What follows belongs to an exercise in optimizing a design on an open flow for small area, a short achievable clock period and few clock cycles; a production flow would make more cautious choices.
At most, simulation tests tie the RTL to the original design; equivalence was not proved.

Setup of main:
==> flow/design.v (excerpt) <==
module ALU(
    clk,
    rst_n,
    valid,
    ready,
    mode,
    in_A,
    in_B,
    out
);
make LEC_CHECK=0 CAP_MARGIN=20 CORE_MARGIN=2 CORE_UTILIZATION=40 SETUP_SLACK_MARGIN=1.0 SLEW_MARGIN=20 finish   # period 5.0 ns
run.sh (not shown) runs the stock make flow with config.mk's settings and CLKGATE_MAP_FILE= SYNTH_SCRIPT=/design/flow/synth_recipe.tcl, a recipe that flattens the netlist after the stock synthesis.
Although it ran to completion, main produced a layout that fails the final checks because of setup timing.
For the feature branch, these inputs were changed with respect to main:
# main
export LEC_CHECK = 0
export CAP_MARGIN = 20
export CORE_MARGIN = 2
export CORE_UTILIZATION = 40
export SETUP_SLACK_MARGIN = 1.0
export SLEW_MARGIN = 20
create_clock -name core_clock -period 5.0 [get_ports {clk}]
# the feature branch
export LEC_CHECK = 0
export CAP_MARGIN = 20
export CORE_MARGIN = 2
export CORE_UTILIZATION = 40
export SLEW_MARGIN = 20
create_clock -name core_clock -period 5.0 [get_ports {clk}]
Results
The feature branch vs. main: vertical die dimension was more or less identical, number of cells in the design after placement went down by 67, number of filler instances in the final layout saw an increase, met3 routed wirelength has decreased, worst path setup slack after routing went up by 190 ps. Layout checks on the feature branch: not met. Flow itself completed; violations: setup timing.
No run of this note included a check of the RTL's function; only the layout flow was run.


ALU, a different RTL version from the one above (not shown whole).
For scale: ~14000 um^2 of cells after synthesis.
// ALU
module ALU(
    clk,
    rst_n,
    valid,
    ready,
    mode,
    in_A,
    in_B,
    out
);
    input         clk, rst_n;
    input         valid;
    input  [1:0]  mode;  
    output        ready;
    input  [31:0] in_A, in_B;
    output [63:0] out;
    localparam S_IDLE = 3'd0;
    localparam S_PREP = 3'd1;
    localparam S_MUL  = 3'd2;
    localparam S_DIV  = 3'd3;
    localparam S_DONE = 3'd4;
    reg  [2:0]  state;
    reg         isdiv;     
    reg  [5:0]  za;        
    reg  [5:0]  zb;        
    reg  [4:0]  cnt;       
    reg  [63:0] X;         
    reg  [31:0] Y;         
    assign ready = (state == S_DONE);
    assign out   = X;
    function [5:0] clz32;
        input [31:0] v;
        reg   [3:0]  nib;
        reg   [1:0]  pos;
        integer      k;
        begin
            clz32 = 6'd32;
            for (k = 0; k < 8; k = k + 1) begin
                nib = v[4*k +: 4];
                pos = nib[3] ? 2'd0 : nib[2] ? 2'd1 : nib[1] ? 2'd2 : 2'd3;
                if (|nib) clz32 = {1'b0, 3'd7 - k[2:0], pos};
            end
        end
    endfunction
    wire        swap = (zb > za);               
    wire [5:0]  zm   = swap ? zb : za;          
    wire [4:0]  dsh  = zb[4:0] - za[4:0];       
    wire        fin  = isdiv ? ((za > zb) | zb[5]) : (zm >= 6'd31);
    wire        fill = isdiv ? zb[5] : zm[5];   
    wire [31:0] sin  = (isdiv | swap) ? Y : X[31:0];
    wire [31:0] shl  = sin << (isdiv ? dsh : zm[4:0]);
    wire [31:0] C    = swap ? X[31:0] : Y;      
    function [32:0] add32;
        input [31:0] a, b;
        input        ci;
        reg   [31:0] g, p, gn, pn;
        integer      l, i, j;
        begin
            p = a ^ b;
            g = a & b;
            g[0] = g[0] | (p[0] & ci);
  ...
Settings: LEC_CHECK=0, ABC_AREA=1, CAP_MARGIN=20, CORE_MARGIN=2, CORE_UTILIZATION=40, SETUP_SLACK_MARGIN=0.8, SLEW_MARGIN=20; clock period 5.0 ns.
Testbench counts at the start, summed over its fixed seeds: cycles 20,171.
Change:
ABC_AREA = default   (was 1)
SETUP_SLACK_MARGIN = 2.2   (was 0.8)
Register-to-register slack got worse by 0.35 ns.
Routed wire length rose by a little under a tenth.
Synthesized cell count decreases by a quarter to a third.
Core utilization increases by 17 points.
Hold slack improves by 0.10 ns.
Design area grows by a quarter to a third.
Clock-buffer cell count went up by 3.


== v17 ==
The RTL this note starts from:
==> flow/design.v <==
module ALU(
    clk,
    rst_n,
    valid,
    ready,
    mode,
    in_A,
    in_B,
    out
);
    input         clk, rst_n;
    input         valid;
    input  [1:0]  mode;  
    output        ready;
    input  [31:0] in_A, in_B;
    output [63:0] out;
    localparam S_IDLE = 3'd0;
    localparam S_PREP = 3'd1;
    localparam S_MUL  = 3'd2;
    localparam S_DIV  = 3'd3;
    localparam S_DONE = 3'd4;
    reg  [2:0]  state;
    reg         isdiv;     
    reg  [5:0]  za;        
    reg  [5:0]  zb;        
    reg  [4:0]  cnt;       
    reg  [63:0] X;         
    reg  [31:0] Y;         
    assign ready = (state == S_DONE);
    assign out   = X;
    function [5:0] clz32;
        input [31:0] v;
        reg   [3:0]  nib;
        reg   [1:0]  pos;
        integer      k;
        begin
            clz32 = 6'd32;
            for (k = 0; k < 8; k = k + 1) begin
                nib = v[4*k +: 4];
                pos = nib[3] ? 2'd0 : nib[2] ? 2'd1 : nib[1] ? 2'd2 : 2'd3;
                if (|nib) clz32 = {1'b0, 3'd7 - k[2:0], pos};
            end
        end
    endfunction
    wire        swap = (zb > za);               
    wire [5:0]  zm   = swap ? zb : za;          
    wire [4:0]  dsh  = zb[4:0] - za[4:0];       
    wire        fin  = isdiv ? ((za > zb) | zb[5]) : (zm >= 6'd31);
    wire        fill = isdiv ? zb[5] : zm[5];   
    wire [31:0] sin  = (isdiv | swap) ? Y : X[31:0];
    wire [31:0] shl  = sin << (isdiv ? dsh : zm[4:0]);
    wire [31:0] C    = swap ? X[31:0] : Y;      
    function [32:0] add32;
        input [31:0] a, b;
        input        ci;
        reg   [31:0] g, p, gn, pn;
        integer      l, i, j;
        begin
            p = a ^ b;
            g = a & b;
            g[0] = g[0] | (p[0] & ci);
            for (l = 0; l < 5; l = l + 1) begin
                gn = g; pn = p;
                for (i = 0; i < 32; i = i + 1)
                    if ((i >> l) & 1) begin
                        j = ((i >> l) << l) - 1;
                        gn[i] = g[i] | (p[i] & g[j]);
                        pn[i] = p[i] & p[j];
                    end
                g = gn; p = pn;
            end
            add32 = {g[31], a ^ b ^ {g[30:0], ci}};
        end
    endfunction
    function [31:0] inc32;
        input [31:0] a;
        input        ci;
        reg   [31:0] p, pn;
        integer      l, i, j;
        begin
            p = a;
            for (l = 0; l < 5; l = l + 1) begin
                pn = p;
                for (i = 0; i < 32; i = i + 1)
                    if ((i >> l) & 1) begin
                        j = ((i >> l) << l) - 1;
                        pn[i] = p[i] & p[j];
                    end
                p = pn;
            end
            inc32 = a ^ ({p[30:0], 1'b1} & {32{ci}});
        end
    endfunction
    wire [32:0] madd = add32({X[30:0], 1'b0}, Y & {32{X[63]}}, 1'b0);
    wire [31:0] mhi  = inc32(X[62:31], madd[32]);
    wire [31:0] mlo  = madd[31:0];
    wire [32:0] dadd = add32(X[63:32], ~Y, 1'b1);
    wire [31:0] dsub = dadd[31:0];
    wire        q    = dadd[32];                
    always @(posedge clk or negedge rst_n) begin
        if (!rst_n) begin
            state <= S_IDLE;
        end else begin
            case (state)
                S_IDLE: if (valid) state <= mode[1] ? S_DONE : S_PREP;
                S_PREP: state <= fin ? S_DONE : (isdiv ? S_DIV : S_MUL);
                S_MUL, S_DIV: if (&cnt) state <= S_DONE;
                default: state <= S_IDLE;
            endcase
        end
    end
    always @(posedge clk) begin
        case (state)
            S_PREP: begin
                if (isdiv) begin
                    cnt <= ~dsh;
                    Y   <= shl;
                    X   <= {X[63:32], {32{fill}}};
                end else begin
                    cnt <= zm[4:0] + 5'd1;
                    Y   <= C;
                    X   <= {shl[30:0], 1'b0, fill ? 32'd0 : C};
                end
            end
            S_MUL: begin
                cnt <= cnt + 5'd1;
                X   <= {mhi, mlo};
            end
            S_DIV: begin
                cnt <= cnt + 5'd1;
                Y   <= Y >> 1;
                X   <= {q ? dsub : X[63:32], X[30:0], q};
            end
            default: begin  
                isdiv <= mode[0];
                za    <= clz32(in_A);
                zb    <= clz32(in_B);
                Y <= in_B;
                X <= {mode[1] ? 32'd0 : in_A,
                      (mode == 2'd2) ? (in_A & in_B) :
                      (mode == 2'd3) ? (in_A | in_B) : in_A};
            end
        endcase
    end
endmodule
Settings: LEC_CHECK=0, ABC_AREA=1, CAP_MARGIN=20, CORE_MARGIN=2, CORE_UTILIZATION=40, SLEW_MARGIN=20; clock period 5.0 ns.
Looking at the reports, v17 completed the entire flow and the layout it produced met the timing, DRC and antenna checks.
Testbench counts of v17, summed over its fixed seeds: cycles 20,171.
The inputs of v34 differ from those of v17 as listed below.
Settings: SETUP_SLACK_MARGIN: unset -> 1.4.
==> run notes <==
- Vias: v34 above v17
- Layout overhead on the synthesized area in v34 is 2.4 points above v17.
- Against v17 as the reference, v34 delivers a higher worst setup slack.
- Going from v17 to v34, core occupancy in the finished layout grew by 0.96 points.
- Relative to v17, wire length of the first global-routing pass increased by about 0.35% in v34.
- Per the final summary, v34 finished and its layout is clean on timing, DRC and antenna.
- Depth of the worst register-to-register path in v34 vs v17: down 1
--- input diff v34..v10 ---
Settings: clearing SETUP_SLACK_MARGIN, which used to be 1.4.
==> flow/flow/run.sh (new file) <==
#!/bin/bash
# The standard layout, with each input and output port buffered by the
# platform's smallest buffer instead of the delay buffer buffer_ports picks.
set -euo pipefail
export BUFFER_PORTS_ARGS="-buffer_cell sky130_fd_sc_hd__buf_1"
bash standard.sh > layout.log 2>&1
==> flow/standard.sh (new file) <==
#!/bin/bash
# synth_recipe.tcl (not shown) runs the flow's synth.tcl, then flattens the netlist and writes it again
# the make line also repeats each setting of config.mk as NAME=value (left out here)
make -C /OpenROAD-flow-scripts/flow DESIGN_CONFIG=/design/flow/config.mk WORK_HOME=/design/flow/orfs CLKGATE_MAP_FILE= SYNTH_SCRIPT=/design/flow/synth_recipe.tcl "${@:-finish}"
removed: flow/run.sh
--- outcome ---
The area of the multi-input gates reported for v10 is smaller than that of v34 by 130 sq um.
Compared with v34, in v10 upper clock frequency limit went down by about 18%; required time reported for the critical path endpoint was more or less identical.
Relative to v34, share of the cycle needed by the critical path after routing increased by 15 points in v10.
Against v34 as the reference, v10 delivers a higher critical path depth.

==> what the ideal ports hide <==
Ports are ideal in the flow. The routed layouts listed here were re-timed in OpenROAD. Step 1 sets driving cells, clkbuf_16 on the clock port and buf_2 on the other inputs (assumed; they add their load-dependent delay and slew). Step 2 times the ports against the registers' clock, not the clock port: input delays grow and output delays shrink by t, the midpoint of the rising clock arrivals with the driver on. Slacks: ideal ports / drivers / drivers and shift; pairs: ideal ports / drivers.
run	shift t [ns]	setup WS [ns]	worst setup path at the end	worst register clock-pin slew, ns	pins driven straight from the clock port
main	0.412	-0.649 / -0.632 / -1.045	input to register	0.08 / 0.08	1
the feature branch	0.416	-0.462 / -0.449 / -0.866	input to register	0.08 / 0.08	1
the first run of note 2	0.508	1.234 / 1.234 / 1.219	input to register	0.07 / 0.07	1
the second run of note 2	0.497	0.888 / 0.888 / 0.888	register to register	0.07 / 0.07	1
v17	0.506	0.786 / 0.786 / 0.786	register to register	0.07 / 0.07	1
v34	0.502	1.546 / 1.546 / 1.232	input to register	0.07 / 0.07	1
v10	0.512	0.797 / 0.797 / 0.797	register to register	0.07 / 0.07	1
The setup slack of the feature branch, which loses most, moves by +0.013 ns with the drivers and by -0.404 ns with both steps.
